From an optimization exercise on the open Yosys and OpenROAD flow, aimed at small area and a short achievable clock period; shortcuts taken in it are not production practice.
In this exercise RTL edits were held to simulation tests only and were not proved equivalent to the original.
No activity file was given, so power comes from the tool's default toggle rates.

<file path="design.v">
module matrix(
	input clk,
	input [16:0] in,
	input [16:0] slope,
	output reg [16:0] out
);
function [255:0] rows;
	input [15:0] s;
	begin
		rows = 256'd0;
		case (s)
		16'h0001: rows[15:0] = 16'hffff;
		16'h0003: rows[31:0] = {16'hff00, 16'h00ff};
		16'h0007: rows[47:0] = {16'h3e00, 16'h01f8, 16'h0007};
		16'h000f: rows[63:0] = {16'h7800, 16'h0780, 16'h0078, 16'h0007};
		16'h001f: rows[79:0] = {16'h7000, 16'h0e00, 16'h01e0, 16'h001c, 16'h0003};
		16'h003f: rows[95:0] = {16'h6000, 16'h1c00, 16'h0380, 16'h0060, 16'h001c, 16'h0003};
		16'h007f: rows[111:0] = {16'h6000, 16'h1800, 16'h0600, 16'h01c0, 16'h0030, 16'h000c, 16'h0003};
		16'h00ff: rows[127:0] = {16'hc000, 16'h3000, 16'h0c00, 16'h0300, 16'h00c0, 16'h0030, 16'h000c, 16'h0003};
		16'h01ff: rows[143:0] = {16'hc000, 16'h3000, 16'h0c00, 16'h0200, 16'h0180, 16'h0060, 16'h0018, 16'h0006, 16'h0001};
		16'h03ff: rows[159:0] = {16'hc000, 16'h2000, 16'h1800, 16'h0600, 16'h0100, 16'h00c0, 16'h0020, 16'h0018, 16'h0006, 16'h0001};
		16'h07ff: rows[175:0] = {16'hc000, 16'h2000, 16'h1800, 16'h0400, 16'h0200, 16'h0180, 16'h0040, 16'h0030, 16'h0008, 16'h0006, 16'h0001};
		16'h0fff: rows[191:0] = {16'h8000, 16'h6000, 16'h1000, 16'h0800, 16'h0600, 16'h0100, 16'h0080, 16'h0060, 16'h0010, 16'h0008, 16'h0006, 16'h0001};
		16'h1fff: rows[207:0] = {16'h8000, 16'h6000, 16'h1000, 16'h0800, 16'h0400, 16'h0200, 16'h0180, 16'h0040, 16'h0020, 16'h0010, 16'h000c, 16'h0002, 16'h0001};
		16'h3fff: rows[223:0] = {16'h8000, 16'h4000, 16'h2000, 16'h1800, 16'h0400, 16'h0200, 16'h0100, 16'h0080, 16'h0040, 16'h0020, 16'h0018, 16'h0004, 16'h0002, 16'h0001};
		16'h7fff: rows[239:0] = {16'h8000, 16'h4000, 16'h2000, 16'h1000, 16'h0800, 16'h0400, 16'h0200, 16'h0180, 16'h0040, 16'h0020, 16'h0010, 16'h0008, 16'h0004, 16'h0002, 16'h0001};
		16'hffff: rows = {16'h8000, 16'h4000, 16'h2000, 16'h1000, 16'h0800, 16'h0400, 16'h0200, 16'h0100, 16'h0080, 16'h0040, 16'h0020, 16'h0010, 16'h0008, 16'h0004, 16'h0002, 16'h0001};
		default: rows = 256'd0;
		endcase
	end
endfunction
wire [255:0] r = rows(slope[15:0]);
wire [15:0] prod;
genvar k;
generate for (k = 0; k < 16; k = k + 1) begin : g
	assign prod[k] = |(in[15:0] & r[16*k +: 16]);
end endgenerate
always @(posedge clk) begin
	out[15:0] <= prod;
	out[16] <= in[16] ^ slope[16];
end
endmodule
module matrix_t(
	input clk,
	input [16:0] in,
	input [16:0] slope,
	output reg sign,
	output reg [4:0] count
);
wire [15:0] w = slope[15:0];
wire valid = w[0] & (&(w[14:0] | ~w[15:1]));
wire [16:0] we = {1'b0, w};
wire [16:1] dec;
wire [15:0] o;
genvar n;
generate for (n = 1; n <= 16; n = n + 1) begin : d
	assign dec[n] = valid & we[n-1] & ~we[n];
end endgenerate
assign o[0] = (dec[1] & in[0])
	| (dec[2] & in[0])
	| (dec[3] & in[0])
	| (dec[4] & in[0])
	| (dec[5] & in[0])
	| (dec[6] & in[0])
	| (dec[7] & in[0])
	| (dec[8] & in[0])
	| (dec[9] & in[0])
	| (dec[10] & in[0])
	| (dec[11] & in[0])
	| (dec[12] & in[0])
	| (dec[13] & in[0])
	| (dec[14] & in[0])
	| (dec[15] & in[0])
	| (dec[16] & in[0]);
assign o[1] = (dec[2] & in[8])
	| (dec[3] & in[3])
	| (dec[4] & in[3])
	| (dec[5] & in[2])
	| (dec[6] & in[2])
	| (dec[7] & in[2])
	| (dec[8] & in[2])
	| (dec[9] & in[1])
	| (dec[10] & in[1])
	| (dec[11] & in[1])
	| (dec[12] & in[1])
	| (dec[13] & in[1])
	| (dec[14] & in[1])
	| (dec[15] & in[1])
	| (dec[16] & in[1]);
assign o[2] = (dec[3] & in[9])
	| (dec[4] & in[7])
	| (dec[5] & in[5])
	| (dec[6] & in[5])
	| (dec[7] & in[4])
	| (dec[8] & in[4])
	| (dec[9] & in[3])
	| (dec[10] & in[3])
	| (dec[11] & in[3])
	| (dec[12] & in[3])
	| (dec[13] & in[2])
	| (dec[14] & in[2])
	| (dec[15] & in[2])
	| (dec[16] & in[2]);
assign o[3] = (dec[4] & in[11])
	| (dec[5] & in[9])
	| (dec[6] & in[7])
	| (dec[7] & in[6])
	| (dec[8] & in[6])
	| (dec[9] & in[5])
	| (dec[10] & in[5])
	| (dec[11] & in[4])
	| (dec[12] & in[4])
	| (dec[13] & in[4])
	| (dec[14] & in[3])
	| (dec[15] & in[3])
	| (dec[16] & in[3]);
assign o[4] = (dec[5] & in[12])
	| (dec[6] & in[10])
	| (dec[7] & in[9])
	| (dec[8] & in[8])
	| (dec[9] & in[7])
	| (dec[10] & in[6])
	| (dec[11] & in[6])
	| (dec[12] & in[5])
	| (dec[13] & in[5])
	| (dec[14] & in[5])
	| (dec[15] & in[4])
	| (dec[16] & in[4]);
assign o[5] = (dec[6] & in[13])
	| (dec[7] & in[11])
	| (dec[8] & in[10])
	| (dec[9] & in[9])
	| (dec[10] & in[8])
	| (dec[11] & in[7])
	| (dec[12] & in[7])
	| (dec[13] & in[6])
	| (dec[14] & in[6])
	| (dec[15] & in[5])
	| (dec[16] & in[5]);
assign o[6] = (dec[7] & in[13])
	| (dec[8] & in[12])
	| (dec[9] & in[10])
	| (dec[10] & in[9])
	| (dec[11] & in[9])
	| (dec[12] & in[8])
	| (dec[13] & in[7])
	| (dec[14] & in[7])
	| (dec[15] & in[6])
	| (dec[16] & in[6]);
assign o[7] = (dec[8] & in[14])
	| (dec[9] & in[12])
	| (dec[10] & in[11])
	| (dec[11] & in[10])
	| (dec[12] & in[9])
	| (dec[13] & in[9])
	| (dec[14] & in[8])
	| (dec[15] & in[7])
	| (dec[16] & in[7]);
assign o[8] = (dec[9] & in[14])
	| (dec[10] & in[13])
	| (dec[11] & in[11])
	| (dec[12] & in[11])
	| (dec[13] & in[10])
	| (dec[14] & in[9])
	| (dec[15] & in[9])
	| (dec[16] & in[8]);
assign o[9] = (dec[10] & in[14])
	| (dec[11] & in[13])
	| (dec[12] & in[12])
	| (dec[13] & in[11])
	| (dec[14] & in[10])
	| (dec[15] & in[10])
	| (dec[16] & in[9]);
assign o[10] = (dec[11] & in[14])
	| (dec[12] & in[13])
	| (dec[13] & in[12])
	| (dec[14] & in[11])
	| (dec[15] & in[11])
	| (dec[16] & in[10]);
assign o[11] = (dec[12] & in[15])
	| (dec[13] & in[13])
	| (dec[14] & in[13])
	| (dec[15] & in[12])
	| (dec[16] & in[11]);
assign o[12] = (dec[13] & in[15])
	| (dec[14] & in[14])
	| (dec[15] & in[13])
	| (dec[16] & in[12]);
assign o[13] = (dec[14] & in[15])
	| (dec[15] & in[14])
	| (dec[16] & in[13]);
assign o[14] = (dec[15] & in[15])
	| (dec[16] & in[14]);
assign o[15] = (dec[16] & in[15]);
integer i;
reg [4:0] c;
always @(*) begin
	c = 5'd0;
	for (i = 0; i < 16; i = i + 1)
		if (o[i])
			c = i + 1;
end
always @(posedge clk) begin
	sign <= in[16] ^ slope[16];
	count <= c;
end
endmodule
module add_core(
	input [16:0] in,
	input [4:0] ic,
	input [32:0] t,
	input [5:0] tc,
	output hold,
	output sign,
	output [31:0] res
);
wire si = in[16];
wire st = t[32];
wire opp = si ^ st;
wire ile = {1'b0, ic} <= tc;
wire ieq = {1'b0, ic} == tc;
wire [6:0] base = opp ? {tc, 1'b0} + 7'd16 : 7'd16;
wire [6:0] sd = base - {2'b0, ic};
wire [5:0] s = (opp & ile) ? {1'b0, ic} + 6'd16 : sd[5:0];
wire [48:0] x = {st, t[31:0], {16{opp}}};
wire [48:0] xs = x >> s;
assign hold = opp & ((st & ieq) | (~st & ~ile & (sd[5:0] == 6'd16)));
assign sign = opp ? (ile ? st : si) : si;
assign res = xs[31:0] | (opp ? 32'd0 : {15'd0, in});
endmodule
module sort16(
	input [15:0] v,
	output [15:0] t
);
wire s0h = v[0] | v[1];
wire s0l = v[0] & v[1];
wire s1h = v[2] | v[3];
wire s1l = v[2] & v[3];
wire s2h = s0h | s1h;
wire s2l = s0h & s1h;
wire s3h = s0l | s1l;
wire s3l = s0l & s1l;
wire s4h = s3h | s2l;
wire s4l = s3h & s2l;
wire s5h = v[4] | v[5];
wire s5l = v[4] & v[5];
wire s6h = v[6] | v[7];
wire s6l = v[6] & v[7];
wire s7h = s5h | s6h;
wire s7l = s5h & s6h;
wire s8h = s5l | s6l;
wire s8l = s5l & s6l;
wire s9h = s8h | s7l;
wire s9l = s8h & s7l;
wire s10h = s2h | s7h;
wire s10l = s2h & s7h;
wire s11h = s4l | s9l;
wire s11l = s4l & s9l;
wire s12h = s11h | s10l;
wire s12l = s11h & s10l;
wire s13h = s4h | s9h;
wire s13l = s4h & s9h;
wire s14h = s3l | s8l;
wire s14l = s3l & s8l;
wire s15h = s14h | s13l;
wire s15l = s14h & s13l;
wire s16h = s13h | s12h;
wire s16l = s13h & s12h;
wire s17h = s15h | s12l;
wire s17l = s15h & s12l;
wire s18h = s15l | s11l;
wire s18l = s15l & s11l;
wire s19h = v[8] | v[9];
wire s19l = v[8] & v[9];
wire s20h = v[10] | v[11];
wire s20l = v[10] & v[11];
wire s21h = s19h | s20h;
wire s21l = s19h & s20h;
wire s22h = s19l | s20l;
wire s22l = s19l & s20l;
wire s23h = s22h | s21l;
wire s23l = s22h & s21l;
wire s24h = v[12] | v[13];
wire s24l = v[12] & v[13];
wire s25h = v[14] | v[15];
wire s25l = v[14] & v[15];
wire s26h = s24h | s25h;
wire s26l = s24h & s25h;
wire s27h = s24l | s25l;
wire s27l = s24l & s25l;
wire s28h = s27h | s26l;
wire s28l = s27h & s26l;
wire s29h = s21h | s26h;
wire s29l = s21h & s26h;
wire s30h = s23l | s28l;
wire s30l = s23l & s28l;
wire s31h = s30h | s29l;
wire s31l = s30h & s29l;
wire s32h = s23h | s28h;
wire s32l = s23h & s28h;
wire s33h = s22l | s27l;
wire s33l = s22l & s27l;
wire s34h = s33h | s32l;
wire s34l = s33h & s32l;
wire s35h = s32h | s31h;
wire s35l = s32h & s31h;
wire s36h = s34h | s31l;
wire s36l = s34h & s31l;
wire s37h = s34l | s30l;
wire s37l = s34l & s30l;
wire s38h = s10h | s29h;
wire s38l = s10h & s29h;
wire s39h = s17l | s36l;
wire s39l = s17l & s36l;
wire s40h = s39h | s38l;
wire s40l = s39h & s38l;
wire s41h = s16l | s35l;
wire s41l = s16l & s35l;
wire s42h = s18l | s37l;
wire s42l = s18l & s37l;
wire s43h = s42h | s41l;
wire s43l = s42h & s41l;
wire s44h = s41h | s40h;
wire s44l = s41h & s40h;
wire s45h = s43h | s40l;
wire s45l = s43h & s40l;
wire s46h = s43l | s39l;
wire s46l = s43l & s39l;
wire s47h = s16h | s35h;
wire s47l = s16h & s35h;
wire s48h = s18h | s37h;
wire s48l = s18h & s37h;
wire s49h = s48h | s47l;
wire s49l = s48h & s47l;
wire s50h = s17h | s36h;
wire s50l = s17h & s36h;
wire s51h = s14l | s33l;
wire s51l = s14l & s33l;
wire s52h = s51h | s50l;
wire s52l = s51h & s50l;
wire s53h = s50h | s49h;
wire s53l = s50h & s49h;
wire s54h = s52h | s49l;
wire s54l = s52h & s49l;
wire s55h = s52l | s48l;
wire s55l = s52l & s48l;
wire s56h = s47h | s44h;
wire s56l = s47h & s44h;
wire s57h = s53h | s44l;
wire s57l = s53h & s44l;
wire s58h = s53l | s45h;
wire s58l = s53l & s45h;
wire s59h = s54h | s45l;
wire s59l = s54h & s45l;
wire s60h = s54l | s46h;
wire s60l = s54l & s46h;
wire s61h = s55h | s46l;
wire s61l = s55h & s46l;
wire s62h = s55l | s42l;
wire s62l = s55l & s42l;
assign t = {s51l, s62l, s62h, s61l, s61h, s60l, s60h, s59l, s59h, s58l, s58h, s57l, s57h, s56l, s56h, s38h};
endmodule
module sort8(
	input [7:0] v,
	output [7:0] t
);
wire s0h = v[0] | v[1];
wire s0l = v[0] & v[1];
wire s1h = v[2] | v[3];
wire s1l = v[2] & v[3];
wire s2h = s0h | s1h;
wire s2l = s0h & s1h;
wire s3h = s0l | s1l;
wire s3l = s0l & s1l;
wire s4h = s3h | s2l;
wire s4l = s3h & s2l;
wire s5h = v[4] | v[5];
wire s5l = v[4] & v[5];
wire s6h = v[6] | v[7];
wire s6l = v[6] & v[7];
wire s7h = s5h | s6h;
wire s7l = s5h & s6h;
wire s8h = s5l | s6l;
wire s8l = s5l & s6l;
wire s9h = s8h | s7l;
wire s9l = s8h & s7l;
wire s10h = s2h | s7h;
wire s10l = s2h & s7h;
wire s11h = s4l | s9l;
wire s11l = s4l & s9l;
wire s12h = s11h | s10l;
wire s12l = s11h & s10l;
wire s13h = s4h | s9h;
wire s13l = s4h & s9h;
wire s14h = s3l | s8l;
wire s14l = s3l & s8l;
wire s15h = s14h | s13l;
wire s15l = s14h & s13l;
wire s16h = s13h | s12h;
wire s16l = s13h & s12h;
wire s17h = s15h | s12l;
wire s17l = s15h & s12l;
wire s18h = s15l | s11l;
wire s18l = s15l & s11l;
assign t = {s14l, s18l, s18h, s17l, s17h, s16l, s16h, s10h};
endmodule
module squish_sigmoid(
	input [32:0] in,
	output [7:0] lv
);
wire [15:0] dq = in[15:0];
wire [15:0] pq;
wire [7:0] full;
genvar i;
generate for (i = 0; i < 16; i = i + 1) begin : p
	assign pq[i] = in[2*i] | in[2*i+1];
end endgenerate
generate for (i = 0; i < 8; i = i + 1) begin : f
	assign full[i] = in[2*i] & in[2*i+1];
end endgenerate
wire dth = &(~dq[15:1] | dq[14:0]);
wire pth = &(~pq[15:1] | pq[14:0]);
wire [15:0] th;
wire [7:0] tf;
sort16 sh(.v(in[31:16]), .t(th));
sort8 sf(.v(full), .t(tf));
wire [15:0] th_r;
generate for (i = 0; i < 16; i = i + 1) begin : r
	assign th_r[i] = th[15 - i];
end endgenerate
wire big_d = |(dq & th_r);
wire big_p = th[8] | (|(tf & {th[0], th[1], th[2], th[3], th[4], th[5], th[6], th[7]}));
wire [7:0] dlv = !in[32] ? {dq[3:0], 4'b1111} : {5'd0, dq[0] & ~dq[1], dq[0] & ~dq[2], dq[0] & ~dq[3]};
assign lv = dth ? (big_d ? {8{pth & ~in[32]}} : dlv) : {8{pth & ~in[32] & big_p}};
endmodule
module xortally_net(
	input clk,
	input rst,
	input [16:0] x1,
	input [16:0] x2,
	input [16:0] w1,
	input [16:0] w2,
	input [16:0] w3,
	input [16:0] w4,
	input [16:0] w5,
	input [16:0] w6,
	input [16:0] b1,
	input [16:0] b2,
	input [16:0] b3,
	output [16:0] h1,
	output [16:0] h2,
	output [16:0] y
);
wire [7:0] lv1, lv2, lv3;
hidden n1(.clk(clk), .rst(rst), .xa(x1), .wa(w1), .xb(x2), .wb(w2), .b(b1), .lv(lv1));
hidden n2(.clk(clk), .rst(rst), .xa(x1), .wa(w3), .xb(x2), .wb(w4), .b(b2), .lv(lv2));
outer n3(.clk(clk), .rst(rst), .la(lv1), .wa(w5), .lb(lv2), .wb(w6), .b(b3), .lv(lv3));
assign h1 = {1'b0, lv1[7], lv1[6], {2{lv1[5]}}, {4{lv1[4]}}, {4{lv1[3]}}, {2{lv1[2]}}, lv1[1], lv1[0]};
assign h2 = {1'b0, lv2[7], lv2[6], {2{lv2[5]}}, {4{lv2[4]}}, {4{lv2[3]}}, {2{lv2[2]}}, lv2[1], lv2[0]};
assign y = {1'b0, lv3[7], lv3[6], {2{lv3[5]}}, {4{lv3[4]}}, {4{lv3[3]}}, {2{lv3[2]}}, lv3[1], lv3[0]};
endmodule
module hidden(
	input clk,
	input rst,
	input [16:0] xa,
	input [16:0] wa,
	input [16:0] xb,
	input [16:0] wb,
	input [16:0] b,
	output [7:0] lv
);
function [4:0] pc16;
	input [15:0] v;
	integer i;
	begin
		pc16 = 5'd0;
		for (i = 0; i < 16; i = i + 1)
			pc16 = pc16 + v[i];
	end
endfunction
function [4:0] tcount16;
	input [15:0] t;
	reg [16:0] h;
	begin
		h = {t, 1'b1} & ~{1'b0, t};    
		tcount16[4] = h[16];
		tcount16[3] = |h[15:8];
		tcount16[2] = |{h[15:12], h[7:4]};
		tcount16[1] = |{h[15:14], h[11:10], h[7:6], h[3:2]};
		tcount16[0] = |{h[15], h[13], h[11], h[9], h[7], h[5], h[3], h[1]};
	end
endfunction
function [5:0] pc32;
	input [31:0] v;
	integer i;
	begin
		pc32 = 6'd0;
		for (i = 0; i < 32; i = i + 1)
			pc32 = pc32 + v[i];
	end
endfunction
wire [16:0] ma, mb;
matrix m_a(.clk(clk), .in(xa), .slope(wa), .out(ma));
matrix m_b(.clk(clk), .in(xb), .slope(wb), .out(mb));
wire [4:0] ca = pc16(ma[15:0]);
reg s1;
reg [15:0] p1;
reg [4:0] c1;
wire h2n, s2n;
wire [31:0] t2n;
reg s2;
reg [31:0] t2;
wire [15:0] mbt;
sort16 mbs(.v(mb[15:0]), .t(mbt));
add_core a2(.in(mb), .ic(tcount16(mbt)), .t({s1, 16'd0, p1}), .tc({1'b0, c1}), .hold(h2n), .sign(s2n), .res(t2n));
wire h3n, s3n;
wire [31:0] t3n;
reg [32:0] t3;
wire [15:0] t2l, t2h;
sort16 tsl(.v(t2[15:0]), .t(t2l));
sort16 tsh(.v(t2[31:16]), .t(t2h));
wire [5:0] tc2 = tcount16(t2l) + tcount16(t2h);
wire [15:0] bt;
sort16 bs(.v(b[15:0]), .t(bt));
add_core a3(.in(b), .ic(tcount16(bt)), .t({s2, t2}), .tc(tc2), .hold(h3n), .sign(s3n), .res(t3n));
squish_sigmoid ss(.in(t3), .lv(lv));
always @(posedge clk) begin
	if (rst) begin
		s1 <= 1'b0;
		p1 <= 16'd0;
		c1 <= 5'd0;
		s2 <= 1'b0;
		t2 <= 32'd0;
		t3 <= 33'd0;
	end else begin
		s1 <= ma[16] & (ca != 5'd0);
		p1 <= ma[16] ? ~(16'hffff << ca) : ma[15:0];
		c1 <= ca;
		if (!h2n) begin
			s2 <= s2n;
			t2 <= t2n;
		end
		if (!h3n)
			t3 <= {s3n, t3n};
	end
end
endmodule
module outer(
	input clk,
	input rst,
	input [7:0] la,
	input [16:0] wa,
	input [7:0] lb,
	input [16:0] wb,
	input [16:0] b,
	output [7:0] lv
);
function [4:0] pc16;
	input [15:0] v;
	integer i;
	begin
		pc16 = 5'd0;
		for (i = 0; i < 16; i = i + 1)
			pc16 = pc16 + v[i];
	end
endfunction
function [4:0] tcount16;
	input [15:0] t;
	reg [16:0] h;
	begin
		h = {t, 1'b1} & ~{1'b0, t};    
		tcount16[4] = h[16];
		tcount16[3] = |h[15:8];
		tcount16[2] = |{h[15:12], h[7:4]};
		tcount16[1] = |{h[15:14], h[11:10], h[7:6], h[3:2]};
		tcount16[0] = |{h[15], h[13], h[11], h[9], h[7], h[5], h[3], h[1]};
	end
endfunction
wire [16:0] ha = {1'b0, la[7], la[6], {2{la[5]}}, {4{la[4]}}, {4{la[3]}}, {2{la[2]}}, la[1], la[0]};
wire [16:0] hb = {1'b0, lb[7], lb[6], {2{lb[5]}}, {4{lb[4]}}, {4{lb[3]}}, {2{lb[2]}}, lb[1], lb[0]};
wire sa, sb;
wire [4:0] ca, cb;
matrix_t m_a(.clk(clk), .in(ha), .slope(wa), .sign(sa), .count(ca));
matrix_t m_b(.clk(clk), .in(hb), .slope(wb), .sign(sb), .count(cb));
reg s7;
reg [4:0] c7;
reg s8, pv8;
reg [5:0] m8;
reg [3:0] p8;
reg h8n, s8n, pv8n;
reg [5:0] m8n;
reg [3:0] p8n;
reg [5:0] dd;
always @(*) begin
	h8n = 1'b0;
	s8n = sb;
	m8n = {1'b0, c7} + {1'b0, cb};
	pv8n = 1'b0;
	p8n = 4'd0;
	dd = {c7, 1'b0} - {1'b0, cb};
	if (sb == s7) begin
		pv8n = sb && m8n <= 6'd16;
	end else if (sb) begin
		if (cb > c7) begin
			h8n = {1'b0, cb} == {c7, 1'b0};
			s8n = 1'b1;
			m8n = cb - c7;
		end else begin
			s8n = 1'b0;
			m8n = c7 - cb;
		end
	end else begin
		if (cb > c7) begin
			s8n = 1'b0;
			m8n = cb - c7;
			pv8n = {c7, 1'b0} > {1'b0, cb};
			p8n = 4'd0 - dd[3:0];
		end else begin
			h8n = cb == c7;
			s8n = 1'b1;
			m8n = c7 - cb;
			pv8n = cb != 5'd0;
			p8n = 4'd0 - cb[3:0];
		end
	end
end
wire [31:0] t8 = ~(32'hffffffff << m8) | ({31'd0, pv8} << {1'b1, p8});
wire h9n, s9n;
wire [31:0] t9n;
reg [32:0] t9;
wire [15:0] bt;
sort16 bs(.v(b[15:0]), .t(bt));
add_core a9(.in(b), .ic(tcount16(bt)), .t({s8, t8}), .tc(m8 + pv8), .hold(h9n), .sign(s9n), .res(t9n));
squish_sigmoid ss(.in(t9), .lv(lv));
always @(posedge clk) begin
	if (rst) begin
		s7 <= 1'b0;
		c7 <= 5'd0;
		s8 <= 1'b0;
		m8 <= 6'd0;
		pv8 <= 1'b0;
		p8 <= 4'd0;
		t9 <= 33'd0;
	end else begin
		s7 <= sa & (ca != 5'd0);
		c7 <= ca;
		if (!h8n) begin
			s8 <= s8n;
			m8 <= m8n;
			pv8 <= pv8n;
			p8 <= p8n;
		end
		if (!h9n)
			t9 <= {s9n, t9n};
	end
end
endmodule
</file>
<file path="flow/run.sh">
#!/bin/bash
# The standard layout (standard.sh, which runs the ORFS make targets and
# keeps each step's log under orfs/logs), with the port buffers that ORFS's
# buffer_ports adds taken from the smallest buffer cell instead of the one it
# picks itself. Everything else, synthesis included, is the standard flow.
set -o pipefail
export BUFFER_PORTS_ARGS="-buffer_cell sky130_fd_sc_hd__buf_1"
bash standard.sh > standard.log 2>&1
</file>
<file path="standard.sh">
#!/bin/bash
# synth_recipe.tcl (not shown) runs the flow's synth.tcl, then flattens the netlist and writes it again
# the make line also repeats each setting of config.mk as NAME=value (left out here)
make -C /OpenROAD-flow-scripts/flow DESIGN_CONFIG=/design/flow/config.mk WORK_HOME=/design/flow/orfs CLKGATE_MAP_FILE= SYNTH_SCRIPT=/design/flow/synth_recipe.tcl "${@:-finish}"
</file>
<file path="config.mk">
export PLATFORM = sky130hd
export DESIGN_NAME = xortally_net
export DESIGN_NICKNAME = xortally_net
export VERILOG_FILES = /design/flow/design.v
export SDC_FILE = /design/flow/constraint.sdc
export NUM_CORES = 4
export LEC_CHECK = 0
export ABC_AREA = 1
export CAP_MARGIN = 20
export CORE_MARGIN = 2
export CORE_UTILIZATION = 55
export PLACE_DENSITY = 0.75
export SETUP_SLACK_MARGIN = 4.5
export SLEW_MARGIN = 20
</file>
<file path="constraint.sdc">
create_clock -name core_clock -period 11.0 [get_ports {clk}]
set_input_delay 2.2000 -clock core_clock [delete_from_list [all_inputs] [get_ports {clk}]]
set_output_delay 2.2000 -clock core_clock [all_outputs]
set_load 0.01 [all_outputs]
</file>
==> qor.csv, run 1 <==
stage,metric,value,unit
finish,Area Overhead vs Synth,9.20,%
worst_setup_path,Register-to-Register Path Depth,39,
worst_setup_path,critical path arrival,6.78,ns
routing,DRC,0,
worst_setup_path,largest stage delay on the critical path,0.35,ns
floorplan,Starting Density,55.6,%
logic_synthesis,largest family of logic cells by synthesized area,simple AND/OR/NAND/NOR gates,
global_route,GRT overflow,0,
logic_synthesis,Syn Area/Cell,5.36,um2
routing,Initial DRC Count,5136,
global_route,vias in the first global route,43400,
timing,Tcrit/Tclk final,57.0,%
clocking,worst skew pair latency,0.60,ns
worst_hold_path,Hold Crit Depth,2,
power_and_ir_drop,Pleak,20.9,nW
timing,final worst-path setup slack,4.73,ns
routing,wire per inst,15.8,um
power_and_ir_drop,Worst IR Drop VDD,0.279,mV
finish,fill count,7298,
timing,highest clock rate,160,MHz
worst_hold_path,WHS Endpoint,n3.c7[0],
global_route,first-pass GRT wire length,214000,um
floorplan,full die area,0.0745,mm2
finish,share of cells above drive strength 1,6.51,%
timing,Rel. slew slack,33.1,%
finish,multi-input logic area,0.0287,mm2
logic_synthesis,Post-synth EDFFs,0,
routing,Detailed Route WL,134000,um
logic_synthesis,xor/xnor share of the synthesized area,0.912,%
floorplan,row count,98,
finish,FF+latch area,0.00622,mm2
logic_synthesis,Synth Register Bits,307,
worst_setup_path,crit start category,input port,
timing,skew final,0.0385,ns
logic_synthesis,Ys Warns,4,
logic_synthesis,Adder-Cell Fraction of Synth Area,4.62,%
place,Post-Place Setup Slack,3.37,ns
logic_synthesis,Netlist Area Pre-Place,0.0398,mm2
logic_synthesis,post-synth cell types,75,
clocking,"Reg clk slew, reported paths",0.06,ns
place,post-DP HPWL,103000,um
logic_synthesis,prevailing post-synth register cell,dfxtp_1,
timing,Slew @ Worst Pin,1.00,ns
floorplan,Die Span Y,273,um
clocking,clk root buf,clkbuf_16,
clocking,htree depth,2,
routing,First-pass DRT Iterations,8,
timing,setup TNS,0,ns
worst_hold_path,min-delay src,n3.m_a.count[0],
logic_synthesis,Compound-Gate Fraction of Synth Area,23.3,%
routing,Post-DRT Antenna Nets,0,
timing,Min Hold Slack,0.399,ns
clocking,clk sinks,307,
timing,final hold violation count,0,
floorplan,Die Span X,273,um
floorplan,Core ar.,0.0715,mm2
worst_hold_path,Worst Hold Class,flip-flop to flip-flop,
clocking,clock buffer depth,3,
finish,nets@finish,7819,
global_route,largest net degree at the start of global routing,72,
routing,vias,48900,
worst_setup_path,r2r setup slk,4.82,ns
clocking,total CTS buffers,38,
worst_setup_path,crit end category,flip-flop,
worst_setup_path,Critical Path Fanout Max,11,
timing,RSZ-0062 raised after global routing,no,
finish,"commonest cells after routing, fill and taps aside","nand2_1 (2130), inv_1 (1046), nor2_1 (841)",
worst_setup_path,CP Data Required Time,11.52,ns
timing,fin crit period,6.27,ns
logic_synthesis,Post-synth ARST share,0,%
logic_synthesis,sequential element share of the synthesized area,15.5,%
job,Max Cap Viol,0,
worst_setup_path,RR Endpoint,n1.t3[20],
logic_synthesis,simple-gate portion of the synthesized area,41.3,%
worst_setup_path,R2R Path Start,n1.t2[25],
finish,"commonest non-fill, non-tap cell in the layout",nand2_1,
power_and_ir_drop,P per Cell Area,206,mW/mm2
place,Placer Congestion,1.01,
worst_setup_path,WS Path Type,input port to flip-flop,
timing,Final Max Slew Viols,0,
finish,Antenna diodes,0,
logic_synthesis,mux cell area share after synthesis,0.378,%
clocking,cts-stage hold buffer count,0,
timing,final setup violation count,0,
worst_setup_path,CP max stage cell,mux2i_1,
global_route,initial antenna violation count,1,
global_route,Total GRT Usage,34.2,%
place,IO buf count,236,
clocking,CTS tree,done,
worst_setup_path,Most Frequent Cell on Critical Path,nand2_1,
status,status,timing/DRC/antenna clean,
floorplan,Ports,240,
logic_synthesis,Mapped Cells,7419,
routing,via/cell ratio,5.76,
[final cells by class]
type | count | area share [%]
repair inverters | 2 | 0.0346
inverters | 1132 | 9.99
well taps | 950 | 2.74
repair buffers | 307 | 3.94
clock inverters | 18 | 0.467
multi-input cells | 5713 | 66.1
flip-flops and latches | 307 | 14.3
clock buffers | 49 | 2.45
[layer usage]
layer  GRT usage, %  vias up  wire [um]
met2           58.9     2064      62500
met4           14.9        0       6030
li1               -    24500          -
met3           2.95      395       8810
met5              0        -          0
met1           43.5    21900      57000
[flip-flops by register name, summed over array words and instances (netlist names), 6 cells and up]
signal / cells
n1.t3: 33
n3.t9: 33
n2.t3: 33
n2.m_b.out: 17
n3.m8: 6
n1.m_a.out: 17
n1.m_b.out: 17
n1.p1: 16
n2.m_a.out: 17
n2.t2: 32
n2.p1: 16
n1.t2: 32
[synthesized netlist by cell type (20+ instances only)]
library cell	instances	share of area, %
o31ai_1	21	0.40
a21oi_1	349	4.4
a211oi_1	23	0.43
nand4_1	124	2.0
o2111ai_1	20	0.44
fa_1	30	1.5
clkbuf_1	136	1.3
o21ai_1	181	2.3
inv_1	1053	9.9
o221ai_1	33	0.73
buf_2	88	1.1
buf_4	38	0.72
nor4_1	62	0.98
a31oi_1	37	0.58
nand3_1	460	5.8
o211ai_1	80	1.5
or2_1	32	0.50
nor3_1	123	1.5
nor2_1	847	8.0
dfxtp_1	307	15
ha_1	99	3.1
xor2_1	21	0.46
o21ai_0	543	6.8
or2_2	57	0.90
inv_2	58	0.55
o22ai_1	175	2.8
nand2_1	2146	20
a221oi_1	36	0.79
[power by group]
| part | total (mW) | switching, mW | internal [mW] |
|---|---|---|---|
| logic | 6.14 | 4.08 | 2.06 |
| registers | 1.53 | 0.249 | 1.28 |
| clock network | 1.27 | 0.546 | 0.720 |
[worst max-delay path: cells and delay by family]
| kind | cells | cell delay (ns) |
|---|---|---|
| multiplexers | 1 | 0.35 |
| adder cells (fa/ha/maj) | 1 | 0.30 |
| AND/OR/NAND/NOR | 16 | 1.97 |
| AO/OA/AOI/OAI | 6 | 1.00 |
| buffers and inverters | 8 | 0.95 |
[cell families after synthesis]
group | count (synthesis)
DFF | 307
xor gates and xnor gates | 38
AOI/OAI and AO/OA | 1594
adders and majority gates | 129
buffers and inverters | 1405
muxes | 15
other | 1
and+or+nand+nor | 3930
[timing repair]
item	CTS	global route
pin swaps	9	43
setup endpoints to repair	97	140
gates cloned	3	10
endpoints found under the hold margin	0	0
buffers inserted	5	34
gates resized for setup	61	243
[how the worst max path moves through the flow]
stage	start	end	slack, ns	cells past startpoint
floorplan	b1[12]	n1.t3[18]	4.74	31
global placement	b2[1]	n2.t3[12]	3.29	26
detailed placement	b2[1]	n2.t3[1]	3.37	33
CTS	n2.t2[28]	n2.t3[24]	4.51	40
global route	b1[2]	n1.t3[31]	4.37	27
finish	b2[1]	n2.t3[16]	4.73	32
[metrics by stage]
| stage | power (mW) | util, % | instances | instance area [um2] |
|---|---|---|---|---|
| 6_report | 8.94 | 60.8 | 8478 | 43400 |
| 5_1_grt | 9.67 | 60.8 | 8478 | 43400 |
| 4_1_cts | 8.30 | 59.1 | 8434 | 42300 |
| 3_5_place_dp | 6.85 | 57.0 | 8359 | 40800 |
| 3_3_place_gp | 6.81 | 57.0 | 8359 | 40800 |
| 2_1_floorplan | 5.69 | - | 7421 | 39800 |
==> inputs of run 2 (changes only) <==
--- a/config.mk
+++ b/config.mk
@@ -10,5 +10,5 @@
 export CORE_MARGIN = 2
 export CORE_UTILIZATION = 55
 export PLACE_DENSITY = 0.75
-export SETUP_SLACK_MARGIN = 4.5
+export SETUP_SLACK_MARGIN = 5
 export SLEW_MARGIN = 20
==> run 2 against run 1 <==
Largest power group unchanged. Total power is 25% higher. The layout now fails its checks (capacitance limit, slew limit). Critical path type unchanged. Global-route usage is 1.2 points higher. Via count is 8.2% higher.
==> qor.csv, run 2 <==
stage,metric,value,unit
status,status,finished with violations,
status,violated checks,"capacitance limit, slew limit",
routing,Detailed Route WL,154000,um
worst_setup_path,crit end category,flip-flop,
clocking,clk root buf,clkbuf_16,
power_and_ir_drop,combinational share of power,74.8,%
logic_synthesis,Netlist Area Pre-Place,0.0398,mm2
logic_synthesis,sequential element share of the synthesized area,15.5,%
power_and_ir_drop,P per Cell Area,230,mW/mm2
clocking,CTS tree,done,
finish,"commonest non-fill, non-tap cell in the layout",nand2_1,
clocking,cts-stage hold buffer count,0,
timing,fin crit period,6.41,ns
clocking,"Reg clk slew, reported paths",0.05,ns
worst_setup_path,CP Data Required Time,11.42,ns
clocking,htree depth,2,
finish,"commonest cells after routing, fill and taps aside","nand2_1 (1952), inv_1 (950), nor2_1 (774)",
logic_synthesis,most frequent cells after synthesis,"nand2_1 (2146), inv_1 (1053), nor2_1 (847)",
floorplan,Core ar.,0.0715,mm2
floorplan,Die Span Y,273,um
timing,setup TNS,0,ns
job,Max Cap Viol,1,
routing,wire per inst,17.9,um
worst_setup_path,Critical Path Fanout Max,8,
clocking,clk sinks,307,
global_route,first-pass GRT wire length,222000,um
global_route,vias in the first global route,45000,
timing,skew final,0.0251,ns
place,post-DP HPWL,104000,um
power_and_ir_drop,clock share of power,11.4,%
timing,Rel. slew slack,-13.2,%
power_and_ir_drop,Net Sw Power,6.16,mW
timing,final setup violation count,0,
worst_setup_path,WS Path Type,input port to flip-flop,
global_route,initial antenna violation count,4,
place,instance area at placement,0.0408,mm2
finish,multi-input logic area,0.0318,mm2
finish,design area,0.0485,mm2
finish,nets@finish,7968,
routing,via/cell ratio,6.13,
logic_synthesis,Mapped Cells,7419,
routing,Initial DRC Count,7000,
logic_synthesis,Synth Register Bits,307,
clocking,worst skew pair latency,0.59,ns
global_route,largest net degree at the start of global routing,77,
floorplan,Ports,240,
worst_setup_path,crit start category,input port,
power_and_ir_drop,Sequential Power Share,13.8,%
floorplan,full die area,0.0745,mm2
timing,highest clock rate,156,MHz
worst_hold_path,Worst Hold Class,flip-flop to flip-flop,
global_route,GRT overflow,0,
power_and_ir_drop,switching share of power,55.1,%
worst_setup_path,Most Frequent Cell on Critical Path,nand2_4,
floorplan,Starting Density,55.6,%
routing,Post-DRT Antenna Nets,0,
clocking,clock buffer depth,3,
logic_synthesis,Synth area leaders,"nand2_1 (20%), dfxtp_1 (15%), inv_1 (9.9%), nor2_1 (8.0%), o21ai_0 (6.8%)",
place,Placer Congestion,1.01,
timing,Slew @ Worst Pin,1.68,ns
timing,Final Max Slew Viols,3,
logic_synthesis,most common cell in the synthesized netlist,nand2_1,
finish,share of cells above drive strength 1,17.2,%
timing,final hold violation count,0,
power_and_ir_drop,Pleak,22.8,nW
routing,DRC,0,
timing,Tcrit/Tclk final,58.2,%
timing,RSZ-0062 raised after global routing,yes,
place,IO buf count,236,
clocking,total CTS buffers,37,
logic_synthesis,Ys Warns,4,
global_route,Total GRT Usage,35.4,%
floorplan,Die Span X,273,um
logic_synthesis,post-synth cell types,75,
logic_synthesis,Yosys top cell area share,20.3,%
finish,Area Overhead vs Synth,22.0,%
finish,FF+latch area,0.00632,mm2
worst_setup_path,critical path arrival,6.82,ns
logic_synthesis,Synth area leader,nand2_1,
routing,First-pass DRT Iterations,30,
logic_synthesis,Syn Area/Cell,5.36,um2
logic_synthesis,Post-synth EDFFs,0,
power_and_ir_drop,Int Pwr,5.02,mW
worst_setup_path,CP max stage cell,o211ai_1,
logic_synthesis,prevailing post-synth register cell,dfxtp_1,
floorplan,row count,98,
finish,fill count,6326,
worst_setup_path,largest stage delay on the critical path,0.64,ns
routing,vias,52900,
power_and_ir_drop,Worst IR Drop VDD,0.362,mV
logic_synthesis,Post-synth ARST share,0,%
finish,top flop regs,"n1.t3: 33 flops, n2.t3: 33 flops, n3.t9: 33 flops",
-- run 2: layer usage --
metal  track usage, %  routed length [um]  up-vias
met5                0                   0        -
met4             16.7               10500        0
met3             4.63               16300     1024
met2             60.2               69500     3442
met1             44.3               58100    23500
li1                 -                   -    25000
-- run 2: kinds of logic (layout without fill, tap and decap cells) --
logic type	Yosys count	after routing	synth area share [%]
AND/OR/NAND/NOR	3930	3940	41.3
flip-flops	307	307	15.5
buffers and inverters	1405	1648	14.0
multiplexers	15	15	0.377
other	1	6	0.00943
XOR/XNOR	38	38	0.912
adder cells (fa/ha/maj)	129	129	4.62
AO/OA/AOI/OAI	1594	1596	23.3
-- run 2: per-stage QoR --
stage / total power, mW / setup slack, ns / utilization (%) / cells / hold slack (ns)
6_report: 11.2 / 4.59 / 67.9 / 8629 / 0.477
3_5_place_dp: 6.88 / 2.98 / 57.1 / 8358 / 0.472
4_1_cts: 8.94 / 5.00 / 61.2 / 8510 / 0.473
5_1_grt: 11.8 / 4.28 / 67.9 / 8626 / 0.500
2_1_floorplan: 5.71 / 5.00 / - / 7421 / 0.400
3_3_place_gp: 6.84 / 3.12 / 57.1 / 8358 / 0.469
-- run 2: final cells by class --
type	count	area share [%]
Timing Repair Buffer	440	6.83
Clock buffer	48	2.16
Inverter	1132	9.35
Timing Repair inverter	11	0.302
Sequential cell	307	13.0
Tap cell	950	2.45
Clock inverter	17	0.425
Antenna cell	3	0.0155
Multi-Input combinational cell	5721	65.5
-- run 2: path summary, 6_finish.rpt --
| check | startpoint | endpoint | slack [ns] | cells past startpoint |
|---|---|---|---|---|
| setup reg to reg | n1.t2[8] | n1.t3[13] | 4.65 | 40 |
| hold / removal | n3.t9[23] | n3.t9[23] | 0.48 | 2 |
| setup / recovery | b3[1] | n3.t9[30] | 4.59 | 32 |
| hold reg to reg | n3.t9[23] | n3.t9[23] | 0.48 | 2 |
-- run 2: worst max-delay path: cells and delay by family --
kind | cells | cell delay [ns]
compound gates | 6 | 1.56
fa+ha+maj | 1 | 0.19
buf+inv | 7 | 0.81
simple gates | 18 | 2.07
-- run 2: timing repair --
item | in CTS | in global routing
gates resized for setup | 315 | 1112
cloned | 14 | 30
pin swaps | 79 | 327
buffers inserted | 73 | 86
endpoints found under the setup margin | 121 | 187
-- run 2: power by group through the flow --
| stage | clock, mW | combinational, mW | sequential, mW |
|---|---|---|---|
| floorplan | 0 | 4.28 | 1.43 |
| global placement | 0 | 5.32 | 1.53 |
| detailed placement | 0 | 5.35 | 1.53 |
| CTS | 1.28 | 6.15 | 1.51 |
| global route | 1.33 | 8.91 | 1.55 |
| finish | 1.28 | 8.36 | 1.54 |
==> inputs of run 3 (changes only) <==
--- a/config.mk
+++ b/config.mk
@@ -8,7 +8,7 @@
 export ABC_AREA = 1
 export CAP_MARGIN = 20
 export CORE_MARGIN = 2
-export CORE_UTILIZATION = 55
-export PLACE_DENSITY = 0.75
-export SETUP_SLACK_MARGIN = 5
+export CORE_UTILIZATION = 62
+export PLACE_DENSITY = 0.8
+export SETUP_SLACK_MARGIN = 4.5
 export SLEW_MARGIN = 20
==> run 3 against run 2 <==
The run now finishes clean. Count of clock-buffer cells in the layout rose by 3. Routed wire length is 12% lower. Register-to-register slack improved by 0.10 ns. Fmax is 0.55% higher. Total power down 17%. Highest routed layer is now met5. Global-route usage up 2.8 points. Sequential share of layout area increased by 1.3 points. Critical path type unchanged.
==> qor.csv, run 3 <==
stage,metric,value,unit
worst_setup_path,CP max stage cell,ha_1,
floorplan,Ports,240,
clocking,"Reg clk slew, reported paths",0.06,ns
place,post-DP HPWL,103000,um
timing,final setup violation count,0,
logic_synthesis,Yosys top cell area share,20.3,%
place,Post-Place Setup Slack,3.04,ns
worst_hold_path,Worst Hold Class,flip-flop to flip-flop,
routing,Initial DRC Count,6066,
timing,highest clock rate,157,MHz
logic_synthesis,Post-synth ARST share,0,%
timing,RSZ-0062 raised after global routing,yes,
timing,final worst-path setup slack,4.63,ns
logic_synthesis,Post-synth EDFFs,0,
global_route,largest net degree at the start of global routing,72,
worst_setup_path,crit end category,flip-flop,
worst_setup_path,critical path arrival,6.83,ns
logic_synthesis,Netlist Area Pre-Place,0.0398,mm2
place,Placer Congestion,1.04,
global_route,vias in the first global route,44600,
global_route,met3 usage,4.44,%
timing,Min Hold Slack,0.481,ns
global_route,Total GRT Usage,38.2,%
timing,Slew @ Worst Pin,1.14,ns
routing,via/cell ratio,5.96,
job,Max Cap Viol,0,
logic_synthesis,Syn Area/Cell,5.36,um2
global_route,met1 GRT Util,48.1,%
timing,setup TNS,0,ns
worst_setup_path,WS Path Type,input port to flip-flop,
finish,Antenna diodes,0,
finish,top flop regs,"n1.t3: 33 flops, n2.t3: 33 flops, n3.t9: 33 flops",
place,placed cell count,8257,
routing,wire per inst,16.2,um
finish,"commonest cells after routing, fill and taps aside","nand2_1 (2125), inv_1 (1043), nor2_1 (833)",
clocking,total CTS buffers,40,
global_route,first-pass GRT wire length,214000,um
floorplan,full die area,0.0662,mm2
worst_setup_path,CP Data Required Time,11.46,ns
logic_synthesis,Synth area leaders,"nand2_1 (20%), dfxtp_1 (15%), inv_1 (9.9%), nor2_1 (8.0%), o21ai_0 (6.8%)",
timing,final hold violation count,0,
finish,Post-Layout Cell Count,8391,
logic_synthesis,Mapped Cells,7419,
global_route,busiest layer in global routing,met2,
status,status,timing/DRC/antenna clean,
finish,nets@finish,7836,
global_route,met2 Usage GRT,64.9,%
logic_synthesis,most common cell in the synthesized netlist,nand2_1,
power_and_ir_drop,Pleak,21.1,nW
routing,Detailed Route WL,136000,um
logic_synthesis,post-synth cell types,75,
logic_synthesis,most frequent cells after synthesis,"nand2_1 (2146), inv_1 (1053), nor2_1 (847)",
floorplan,Starting Density,62.9,%
routing,Post-DRT Antenna Nets,0,
logic_synthesis,Synth Register Bits,307,
clocking,clock buffer depth,3,
logic_synthesis,Synth area leader,nand2_1,
routing,vias,50000,
timing,fin crit period,6.37,ns
timing,Tcrit/Tclk final,57.9,%
worst_setup_path,Most Frequent Cell on Critical Path,nand2_1,
clocking,CTS tree,done,
finish,design area,0.0437,mm2
place,instance area at placement,0.0406,mm2
power_and_ir_drop,Worst IR Drop VDD,0.232,mV
worst_setup_path,largest stage delay on the critical path,0.30,ns
clocking,worst skew pair latency,0.60,ns
timing,skew final,0.0262,ns
timing,Rel. slew slack,23.0,%
floorplan,Die Span Y,257,um
worst_setup_path,r2r setup slk,4.75,ns
finish,Area Overhead vs Synth,9.91,%
worst_setup_path,Critical Path Fanout Max,34,
floorplan,Core ar.,0.0632,mm2
clocking,clk sinks,307,
worst_setup_path,crit start category,input port,
place,IO buf count,236,
floorplan,Die Span X,257,um
clocking,clk root buf,clkbuf_16,
clocking,htree depth,2,
routing,First-pass DRT Iterations,10,
global_route,initial antenna violation count,5,
finish,share of cells above drive strength 1,7.45,%
logic_synthesis,prevailing post-synth register cell,dfxtp_1,
logic_synthesis,sequential element share of the synthesized area,15.5,%
global_route,GRT overflow,0,
logic_synthesis,Ys Warns,4,
power_and_ir_drop,P per Cell Area,213,mW/mm2
finish,fill count,5996,
timing,Final Max Slew Viols,0,
routing,DRC,0,
finish,"commonest non-fill, non-tap cell in the layout",nand2_1,
floorplan,row count,92,
-- run 3: power by group --
group          internal [mW]  switching [mW]  total [mW]
Sequential              1.28           0.242        1.52
Combinational           2.18            4.30        6.48
Clock                  0.773           0.545        1.32
-- run 3: cell type report --
| cell class | instances | area, um2 | share of cell area [%] |
|---|---|---|---|
| clock buffers | 51 | 1110 | 2.54 |
| inverters | 1132 | 4350 | 9.95 |
| repair buffers | 320 | 1850 | 4.24 |
| clock inverters | 18 | 221 | 0.507 |
| well taps | 846 | 1060 | 2.42 |
| repair inverters | 2 | 12.5 | 0.0286 |
| multi-input cells | 5715 | 28900 | 66.0 |
| flip-flops and latches | 307 | 6240 | 14.3 |
-- run 3: kinds of logic after synthesis --
| group | share of synthesized area (%) |
|---|---|
| flip-flops | 15.5 |
| other | 0.00943 |
| adder cells (fa/ha/maj) | 4.62 |
| XOR/XNOR | 0.912 |
| buffers and inverters | 14.0 |
| AO/OA/AOI/OAI | 23.3 |
| multiplexers | 0.377 |
| AND/OR/NAND/NOR | 41.3 |
-- run 3: per-layer routing --
layer | vias up | share of wire [%]
li1 | 24600 | -
met4 | 6 | 5.2
met3 | 588 | 9.1
met1 | 22100 | 40
met5 | - | 0.021
met2 | 2715 | 46
-- run 3: metrics by stage --
| step | power [mW] | util, % |
|---|---|---|
| after CTS | 8.51 | 67.0 |
| after detailed placement | 6.89 | 64.3 |
| after global placement | 6.85 | 64.3 |
| after global routing | 10.0 | 69.2 |
| final | 9.32 | 69.2 |
| after floorplan | 5.69 | - |
-- run 3: what timing repair did --
action,CTS,global route
hold buffers,0,0
setup endpoints to repair,101,141
pin swaps,13,52
setup buffers,7,43
gates resized for setup,78,302
gates cloned,6,9
-- run 3: worst max-delay path: cells and delay by family --
kind	cells	cell delay, ns
adders and majority gates	1	0.30
and+or+nand+nor	19	2.44
AOI/OAI and AO/OA	7	1.16
buffers and inverters	6	0.69
-- run 3: final timing paths --
path                            startpoint         to  depth (start not counted)
worst max-delay path                 b1[0]  n1.t3[14]                         33
worst min-delay path             n2.t3[18]  n2.t3[18]                          2
worst max register to register   n2.t2[16]   n2.t3[1]                         40
worst min register to register   n2.t3[18]  n2.t3[18]                          2
==> inputs of run 4 (changes only) <==
--- a/design.v
+++ b/design.v
@@ -510,9 +510,7 @@
 wire [31:0] t2n;
 reg s2;
 reg [31:0] t2;
-wire [15:0] mbt;
-sort16 mbs(.v(mb[15:0]), .t(mbt));
-add_core a2(.in(mb), .ic(tcount16(mbt)), .t({s1, 16'd0, p1}), .tc({1'b0, c1}), .hold(h2n), .sign(s2n), .res(t2n));
+add_core a2(.in(mb), .ic(pc16(mb[15:0])), .t({s1, 16'd0, p1}), .tc({1'b0, c1}), .hold(h2n), .sign(s2n), .res(t2n));
 wire h3n, s3n;
 wire [31:0] t3n;
 reg [32:0] t3;
--- a/config.mk
+++ b/config.mk
@@ -8,7 +8,6 @@
 export ABC_AREA = 1
 export CAP_MARGIN = 20
 export CORE_MARGIN = 2
-export CORE_UTILIZATION = 62
-export PLACE_DENSITY = 0.8
-export SETUP_SLACK_MARGIN = 4.5
+export CORE_UTILIZATION = 45
+export SETUP_SLACK_MARGIN = 4
 export SLEW_MARGIN = 20
==> run 4 against run 3 <==
Still clean. Clock skew down 0.0067 ns. Sequential cell count did not move. Routed wire length is 4.5% higher. First-iteration DRC count decreased by 28%. Setup slack lost 0.34 ns. Critical path type is now flip-flop to flip-flop. Critical endpoint is now n1.t2[26].
==> qor.csv, run 4 <==
stage,metric,value,unit
worst_setup_path,CP Data Required Time,11.50,ns
logic_synthesis,post-synth cell types,83,
logic_synthesis,Post-synth EDFFs,0,
clocking,clk sinks,307,
worst_setup_path,WS Path Type,flip-flop to flip-flop,
floorplan,Ports,240,
routing,Initial DRC Count,4374,
logic_synthesis,sequential element share of the synthesized area,15.6,%
logic_synthesis,most common cell in the synthesized netlist,nand2_1,
power_and_ir_drop,P per Cell Area,178,mW/mm2
timing,highest clock rate,149,MHz
routing,Post-DRT Antenna Nets,0,
clocking,clk root buf,clkbuf_16,
clocking,total CTS buffers,39,
finish,nets@finish,7624,
logic_synthesis,Adder-Cell Fraction of Synth Area,6.01,%
floorplan,row count,108,
logic_synthesis,prevailing post-synth register cell,dfxtp_1,
global_route,largest net degree at the start of global routing,74,
routing,wire per inst,16.8,um
global_route,GRT overflow,0,
floorplan,Die Span X,300,um
logic_synthesis,Mapped Cells,7166,
finish,top flop regs,"n1.t3: 33 flops, n2.t3: 33 flops, n3.t9: 33 flops",
finish,share of cells above drive strength 1,6.96,%
finish,"commonest cells after routing, fill and taps aside","nand2_1 (1990), inv_1 (1024), nor2_1 (771)",
logic_synthesis,Ys Warns,4,
worst_setup_path,crit end category,flip-flop,
place,IO buf count,236,
logic_synthesis,simple-gate portion of the synthesized area,39.4,%
timing,Slew @ Worst Pin,1.04,ns
power_and_ir_drop,Pleak,20.0,nW
routing,Detailed Route WL,142000,um
logic_synthesis,largest family of logic cells by synthesized area,simple AND/OR/NAND/NOR gates,
clocking,htree depth,2,
timing,RSZ-0062 raised after global routing,yes,
logic_synthesis,Synth area leader,nand2_1,
job,Max Cap Viol,0,
routing,via/cell ratio,5.56,
floorplan,full die area,0.0899,mm2
floorplan,Starting Density,45.4,%
finish,Area Overhead vs Synth,9.80,%
logic_synthesis,Yosys top cell area share,19.1,%
logic_synthesis,Netlist Area Pre-Place,0.0394,mm2
global_route,first-pass GRT wire length,223000,um
logic_synthesis,Synth Register Bits,307,
clocking,cts-stage hold buffer count,0,
timing,Tcrit/Tclk final,61.0,%
finish,Antenna diodes,0,
logic_synthesis,most frequent cells after synthesis,"nand2_1 (2002), inv_1 (1039), nor2_1 (789)",
place,Post-Place Setup Slack,3.12,ns
timing,final worst-path setup slack,4.29,ns
floorplan,Core ar.,0.0868,mm2
logic_synthesis,xor/xnor share of the synthesized area,1.06,%
routing,vias,47000,
timing,fin crit period,6.71,ns
timing,Rel. slew slack,30.0,%
clocking,"Reg clk slew, reported paths",0.07,ns
clocking,clock buffer depth,3,
timing,setup TNS,0,ns
logic_synthesis,mux cell area share after synthesis,0.305,%
timing,final hold violation count,0,
logic_synthesis,Synth area leaders,"nand2_1 (19%), dfxtp_1 (16%), inv_1 (9.9%), nor2_1 (7.5%), o21ai_0 (6.8%)",
power_and_ir_drop,Worst IR Drop VDD,0.145,mV
timing,skew final,0.0195,ns
routing,DRC,0,
clocking,CTS tree,done,
worst_setup_path,Most Frequent Cell on Critical Path,inv_1,
place,post-DP HPWL,112000,um
status,status,timing/DRC/antenna clean,
global_route,initial antenna violation count,1,
global_route,vias in the first global route,42200,
worst_setup_path,Critical Path Fanout Max,7,
clocking,worst skew pair latency,0.59,ns
global_route,Total GRT Usage,30.0,%
timing,Min Hold Slack,0.434,ns
timing,final setup violation count,0,
worst_setup_path,CP max stage cell,fa_1,
logic_synthesis,Compound-Gate Fraction of Synth Area,23.5,%
worst_setup_path,crit start category,flip-flop,
finish,"commonest non-fill, non-tap cell in the layout",nand2_1,
floorplan,Die Span Y,300,um
place,Placer Congestion,1.03,
logic_synthesis,Post-synth ARST share,0,%
worst_setup_path,critical path arrival,7.21,ns
logic_synthesis,Syn Area/Cell,5.49,um2
worst_hold_path,Worst Hold Class,flip-flop to flip-flop,
routing,First-pass DRT Iterations,7,
timing,Final Max Slew Viols,0,
worst_setup_path,largest stage delay on the critical path,0.49,ns
==> run 4: repair_timing <==
item                                    in CTS  in global routing
pin swaps                                    3                 27
cloned                                       8                 17
setup buffers                                7                 43
resized for setup                           53                194
endpoints found under the setup margin     146                160
==> run 4: logic make-up (layout without fill, tap and decap cells) <==
family	Yosys count	count (layout)
other	1	3
buffers and inverters	1392	1518
muxes	12	12
and+or+nand+nor	3695	3698
DFF	307	307
adders and majority gates	159	159
AOI/OAI and AO/OA	1555	1560
xor gates and xnor gates	45	45
==> run 4: power by group <==
group,total [mW],internal [mW],switching (mW)
registers,1.50,1.27,0.222
clock network,1.35,0.799,0.547
logic,4.86,1.52,3.34
==> run 4: worst max-delay path: cells and delay by family, from the launching register on <==
family | cells | cell delay (ns)
simple gates | 7 | 1.21
flops | 1 | 0.32
buf+inv | 9 | 0.97
fa+ha+maj | 8 | 3.22
compound gates | 6 | 0.90
==> run 4: final timing paths <==
check	start	end	slack (ns)	depth (start not counted)
setup / recovery	n1.m_b.out[0]	n1.t2[26]	4.29	30
hold / removal	n3.m_a.count[1]	n3.c7[1]	0.43	2
setup reg to reg	n1.m_b.out[0]	n1.t2[26]	4.29	30
hold reg to reg	n3.m_a.count[1]	n3.c7[1]	0.43	2
==> run 4: final cells by class <==
class	instances	area, um2
Clock buffer	51	1090
Clock inverter	16	240
Fill cell	9540	43500
Inverter	1116	4270
Multi-Input combinational cell	5477	28200
Sequential cell	307	6170
Tap cell	1155	1450
Timing Repair Buffer	322	1690
Timing Repair inverter	13	88.8
==> run 4: per-layer routing <==
layer	global-route usage [%]	routed length [um]
met5	0	13
met4	9.51	5040
met3	3.07	9260
met2	49.0	63300
met1	41.5	64100
==> run 4: through the flow <==
stage,utilization (%),std cells,power (mW),cell area (um2)
after global placement,46.8,8315,5.93,40600
after global routing,49.8,8457,8.37,43200
after CTS,48.7,8397,7.42,42200
after floorplan,-,7168,4.91,39400
final,49.8,8457,7.70,43200
after detailed placement,46.8,8315,5.94,40600
==> inputs of run 5 (changes only) <==
--- a/config.mk
+++ b/config.mk
@@ -9,5 +9,5 @@
 export CAP_MARGIN = 20
 export CORE_MARGIN = 2
 export CORE_UTILIZATION = 45
-export SETUP_SLACK_MARGIN = 4
+export SETUP_SLACK_MARGIN = 4.5
 export SLEW_MARGIN = 20
==> run 5 against run 4 <==
Final cell count rose by 1.5%. Clock skew decreased by 0.00062 ns. Critical endpoint is now n1.t2[20]. Synthesized cell count is the same. Die area unchanged.
==> qor.csv, run 5 <==
stage,metric,value,unit
status,status,timing/DRC/antenna clean,
worst_setup_path,CP max stage cell,fa_1,
logic_synthesis,Synth area leader,nand2_1,
power_and_ir_drop,combinational share of power,64.6,%
floorplan,Core ar.,0.0868,mm2
routing,Initial DRC Count,4984,
power_and_ir_drop,Worst IR Drop VDD,0.145,mV
worst_setup_path,WS Path Type,flip-flop to flip-flop,
floorplan,Ports,240,
finish,fill count,9303,
logic_synthesis,Netlist Area Pre-Place,0.0394,mm2
timing,RSZ-0062 raised after global routing,yes,
logic_synthesis,Synth area leaders,"nand2_1 (19%), dfxtp_1 (16%), inv_1 (9.9%), nor2_1 (7.5%), o21ai_0 (6.8%)",
logic_synthesis,most frequent cells after synthesis,"nand2_1 (2002), inv_1 (1039), nor2_1 (789)",
routing,DRC,0,
routing,via/cell ratio,5.62,
logic_synthesis,sequential element share of the synthesized area,15.6,%
global_route,initial antenna violation count,0,
worst_setup_path,Register-to-Register Path Depth,29,
finish,"commonest non-fill, non-tap cell in the layout",nand2_1,
place,IO buf count,236,
timing,setup TNS,0,ns
finish,Antenna diodes,0,
power_and_ir_drop,clock share of power,16.8,%
clocking,clock buffer depth,3,
logic_synthesis,Post-synth ARST share,0,%
power_and_ir_drop,Pleak,21.0,nW
floorplan,full die area,0.0899,mm2
logic_synthesis,most common cell in the synthesized netlist,nand2_1,
global_route,first-pass GRT wire length,227000,um
logic_synthesis,Syn Area/Cell,5.49,um2
finish,top flop regs,"n1.t3: 33 flops, n2.t3: 33 flops, n3.t9: 33 flops",
power_and_ir_drop,P per Cell Area,176,mW/mm2
finish,Area Overhead vs Synth,16.1,%
floorplan,Starting Density,45.4,%
logic_synthesis,Mapped Cells,7166,
logic_synthesis,Synth Register Bits,307,
finish,share of cells above drive strength 1,12.0,%
timing,fin crit period,6.50,ns
worst_setup_path,largest stage delay on the critical path,0.50,ns
place,post-DP HPWL,112000,um
timing,final hold violation count,0,
power_and_ir_drop,Sequential Power Share,18.6,%
timing,highest clock rate,154,MHz
power_and_ir_drop,Int Pwr,3.76,mW
routing,First-pass DRT Iterations,8,
worst_setup_path,crit start category,flip-flop,
logic_synthesis,Post-synth EDFFs,0,
routing,Post-DRT Antenna Nets,0,
worst_setup_path,Most Frequent Cell on Critical Path,fa_1,
finish,"commonest cells after routing, fill and taps aside","nand2_1 (1949), inv_1 (992), nor2_1 (748)",
clocking,total CTS buffers,39,
worst_hold_path,Worst Hold Class,flip-flop to flip-flop,
logic_synthesis,Ys Warns,4,
job,Max Cap Viol,0,
finish,nets@finish,7748,
global_route,Total GRT Usage,30.5,%
timing,Min Hold Slack,0.438,ns
place,Placer Congestion,1.03,
logic_synthesis,post-synth cell types,83,
worst_setup_path,crit end category,flip-flop,
global_route,largest net degree at the start of global routing,74,
clocking,"Reg clk slew, reported paths",0.07,ns
finish,Post-Layout Cell Count,8581,
clocking,worst skew pair latency,0.59,ns
worst_setup_path,Critical Path Fanout Max,9,
clocking,clk sinks,307,
timing,final setup violation count,0,
logic_synthesis,prevailing post-synth register cell,dfxtp_1,
timing,Final Max Slew Viols,0,
routing,vias,48200,
floorplan,row count,108,
worst_hold_path,Hold Crit Depth,2,
floorplan,Die Span X,300,um
power_and_ir_drop,switching share of power,53.2,%
clocking,htree depth,2,
timing,Slew @ Worst Pin,1.01,ns
timing,skew final,0.0188,ns
timing,Tcrit/Tclk final,59.1,%
logic_synthesis,Yosys top cell area share,19.1,%
routing,Detailed Route WL,148000,um
power_and_ir_drop,"Power, Total",8.04,mW
floorplan,Die Span Y,300,um
place,placed cell count,8315,
worst_setup_path,CP Data Required Time,11.41,ns
clocking,clk root buf,clkbuf_16,
global_route,GRT overflow,0,
power_and_ir_drop,Net Sw Power,4.27,mW
routing,wire per inst,17.3,um
clocking,CTS tree,done,
timing,Rel. slew slack,31.8,%
global_route,vias in the first global route,42900,
worst_setup_path,critical path arrival,6.91,ns
==> run 5: changes by cell type in the layout (fill, tap and decap cells not counted), sizes merged <==
cell      before   now
o21ai        708   707
a21oi        341   342
nand2       2040  2044
clkinv        22    24
inv         1095  1092
clkinvlp      24    33
buf          317   417
clkbuf        56    68
==> run 5: kinds of logic (layout without fill, tap and decap cells) <==
group,Yosys count,in the layout,share of synthesized area [%]
muxes,12,12,0.305
buffers and inverters,1392,1638,14.1
and+or+nand+nor,3695,3702,39.4
adders and majority gates,159,159,6.01
DFF,307,307,15.6
other,1,3,0.00953
xor gates and xnor gates,45,45,1.06
AOI/OAI and AO/OA,1555,1560,23.5
==> run 5: timing repair <==
item / 4_1_cts / 5_1_grt
pin swaps: 25 / 137
gates cloned: 25 / 24
setup endpoints to repair: 160 / 172
hold buffers: 0 / 0
buffers inserted: 39 / 111
resized for setup: 191 / 499
==> run 5: area by class of cell <==
cell class	count	area (um2)	share of cell area, %
sequential	307	6240	13.7
timing repair buffer	434	2850	6.23
multi-input combinational	5481	29300	64.2
clock buffer	51	1090	2.39
clock inverter	16	240	0.526
inverter	1116	4360	9.53
tap	1155	1450	3.16
timing repair inverter	21	146	0.320
==> run 5: layer usage <==
metal | wire length, um | share of wire, % | track usage [%] | vias up
met2 | 66700 | 45 | 49.8 | 2024
li1 | - | - | - | 24000
met4 | 5420 | 3.7 | 10.4 | 0
met3 | 10600 | 7.2 | 3.15 | 346
met5 | 0 | 0 | 0 | -
met1 | 65400 | 44 | 41.9 | 21800
==> run 5: power groups by stage <==
stage	registers [mW]	clock network, mW	logic (mW)
2_1_floorplan	1.42	0	3.49
6_report	1.49	1.35	5.20
3_5_place_dp	1.51	0	4.42
3_3_place_gp	1.52	0	4.42
5_1_grt	1.51	1.41	5.76
4_1_cts	1.49	1.37	4.70
==> run 5: path summary, 6_finish.rpt <==
path | from | endpoint | slack [ns]
max | n1.m_b.out[0] | n1.t2[20] | 4.50
min | n3.m_a.count[3] | n3.c7[3] | 0.44
max reg2reg | n1.m_b.out[0] | n1.t2[20] | 4.50
min reg2reg | n3.m_a.count[3] | n3.c7[3] | 0.44
==> run 5: worst max-delay path, delay by kind of cell, from the launching register on <==
family / cells / cell delay [ns]
buf+inv: 8 / 0.80
compound gates: 7 / 1.20
flops: 1 / 0.34
simple gates: 6 / 0.74
fa+ha+maj: 8 / 3.22
==> run 5: metrics by stage <==
stage | instance area (um2) | util (%) | setup WS [ns]
final | 45700 | 52.7 | 4.50
after CTS | 43000 | 49.6 | 4.46
after global placement | 40600 | 46.8 | 3.07
after global routing | 45700 | 52.7 | 4.26
after detailed placement | 40600 | 46.8 | 3.12
after floorplan | 39400 | - | 4.82

==> port drivers added, routing unchanged <==
The flow's constraints put no driver on any port. The routed layouts listed below were extracted and timed again, unchanged, in two steps.
Step 1 sets driving cells, clkbuf_16 on the clock port and buf_2 on the other inputs (assumed; they add their load-dependent delay and slew).
Step 2 moves the port delays by t, midway between the first and last clock arrival at a register: inputs arrive t later, outputs are due t later. That takes back most of the time a late clock gives input paths.
Three values: ideal ports, drivers, drivers and shift; two values: the first two.
| run | shift t [ns] | slack for setup (ns) | worst setup path at the end | clock arrival spread, ns |
|---|---|---|---|---|
| run 1 | 0.655 | 4.731 / 4.778 / 4.123 | input to register | 0.041 / 0.041 |
| run 2 | 0.643 | 4.594 / 4.627 / 3.984 | input to register | 0.031 / 0.030 |
| run 3 | 0.652 | 4.629 / 4.669 / 4.017 | input to register | 0.027 / 0.026 |
| run 4 | 0.645 | 4.287 / 4.287 / 3.882 | input to register | 0.027 / 0.028 |
| run 5 | 0.647 | 4.504 / 4.504 / 4.229 | input to register | 0.027 / 0.027 |
For run 3, which loses most, drivers alone change the setup slack by +0.040 ns; drivers and shift together by -0.612 ns.
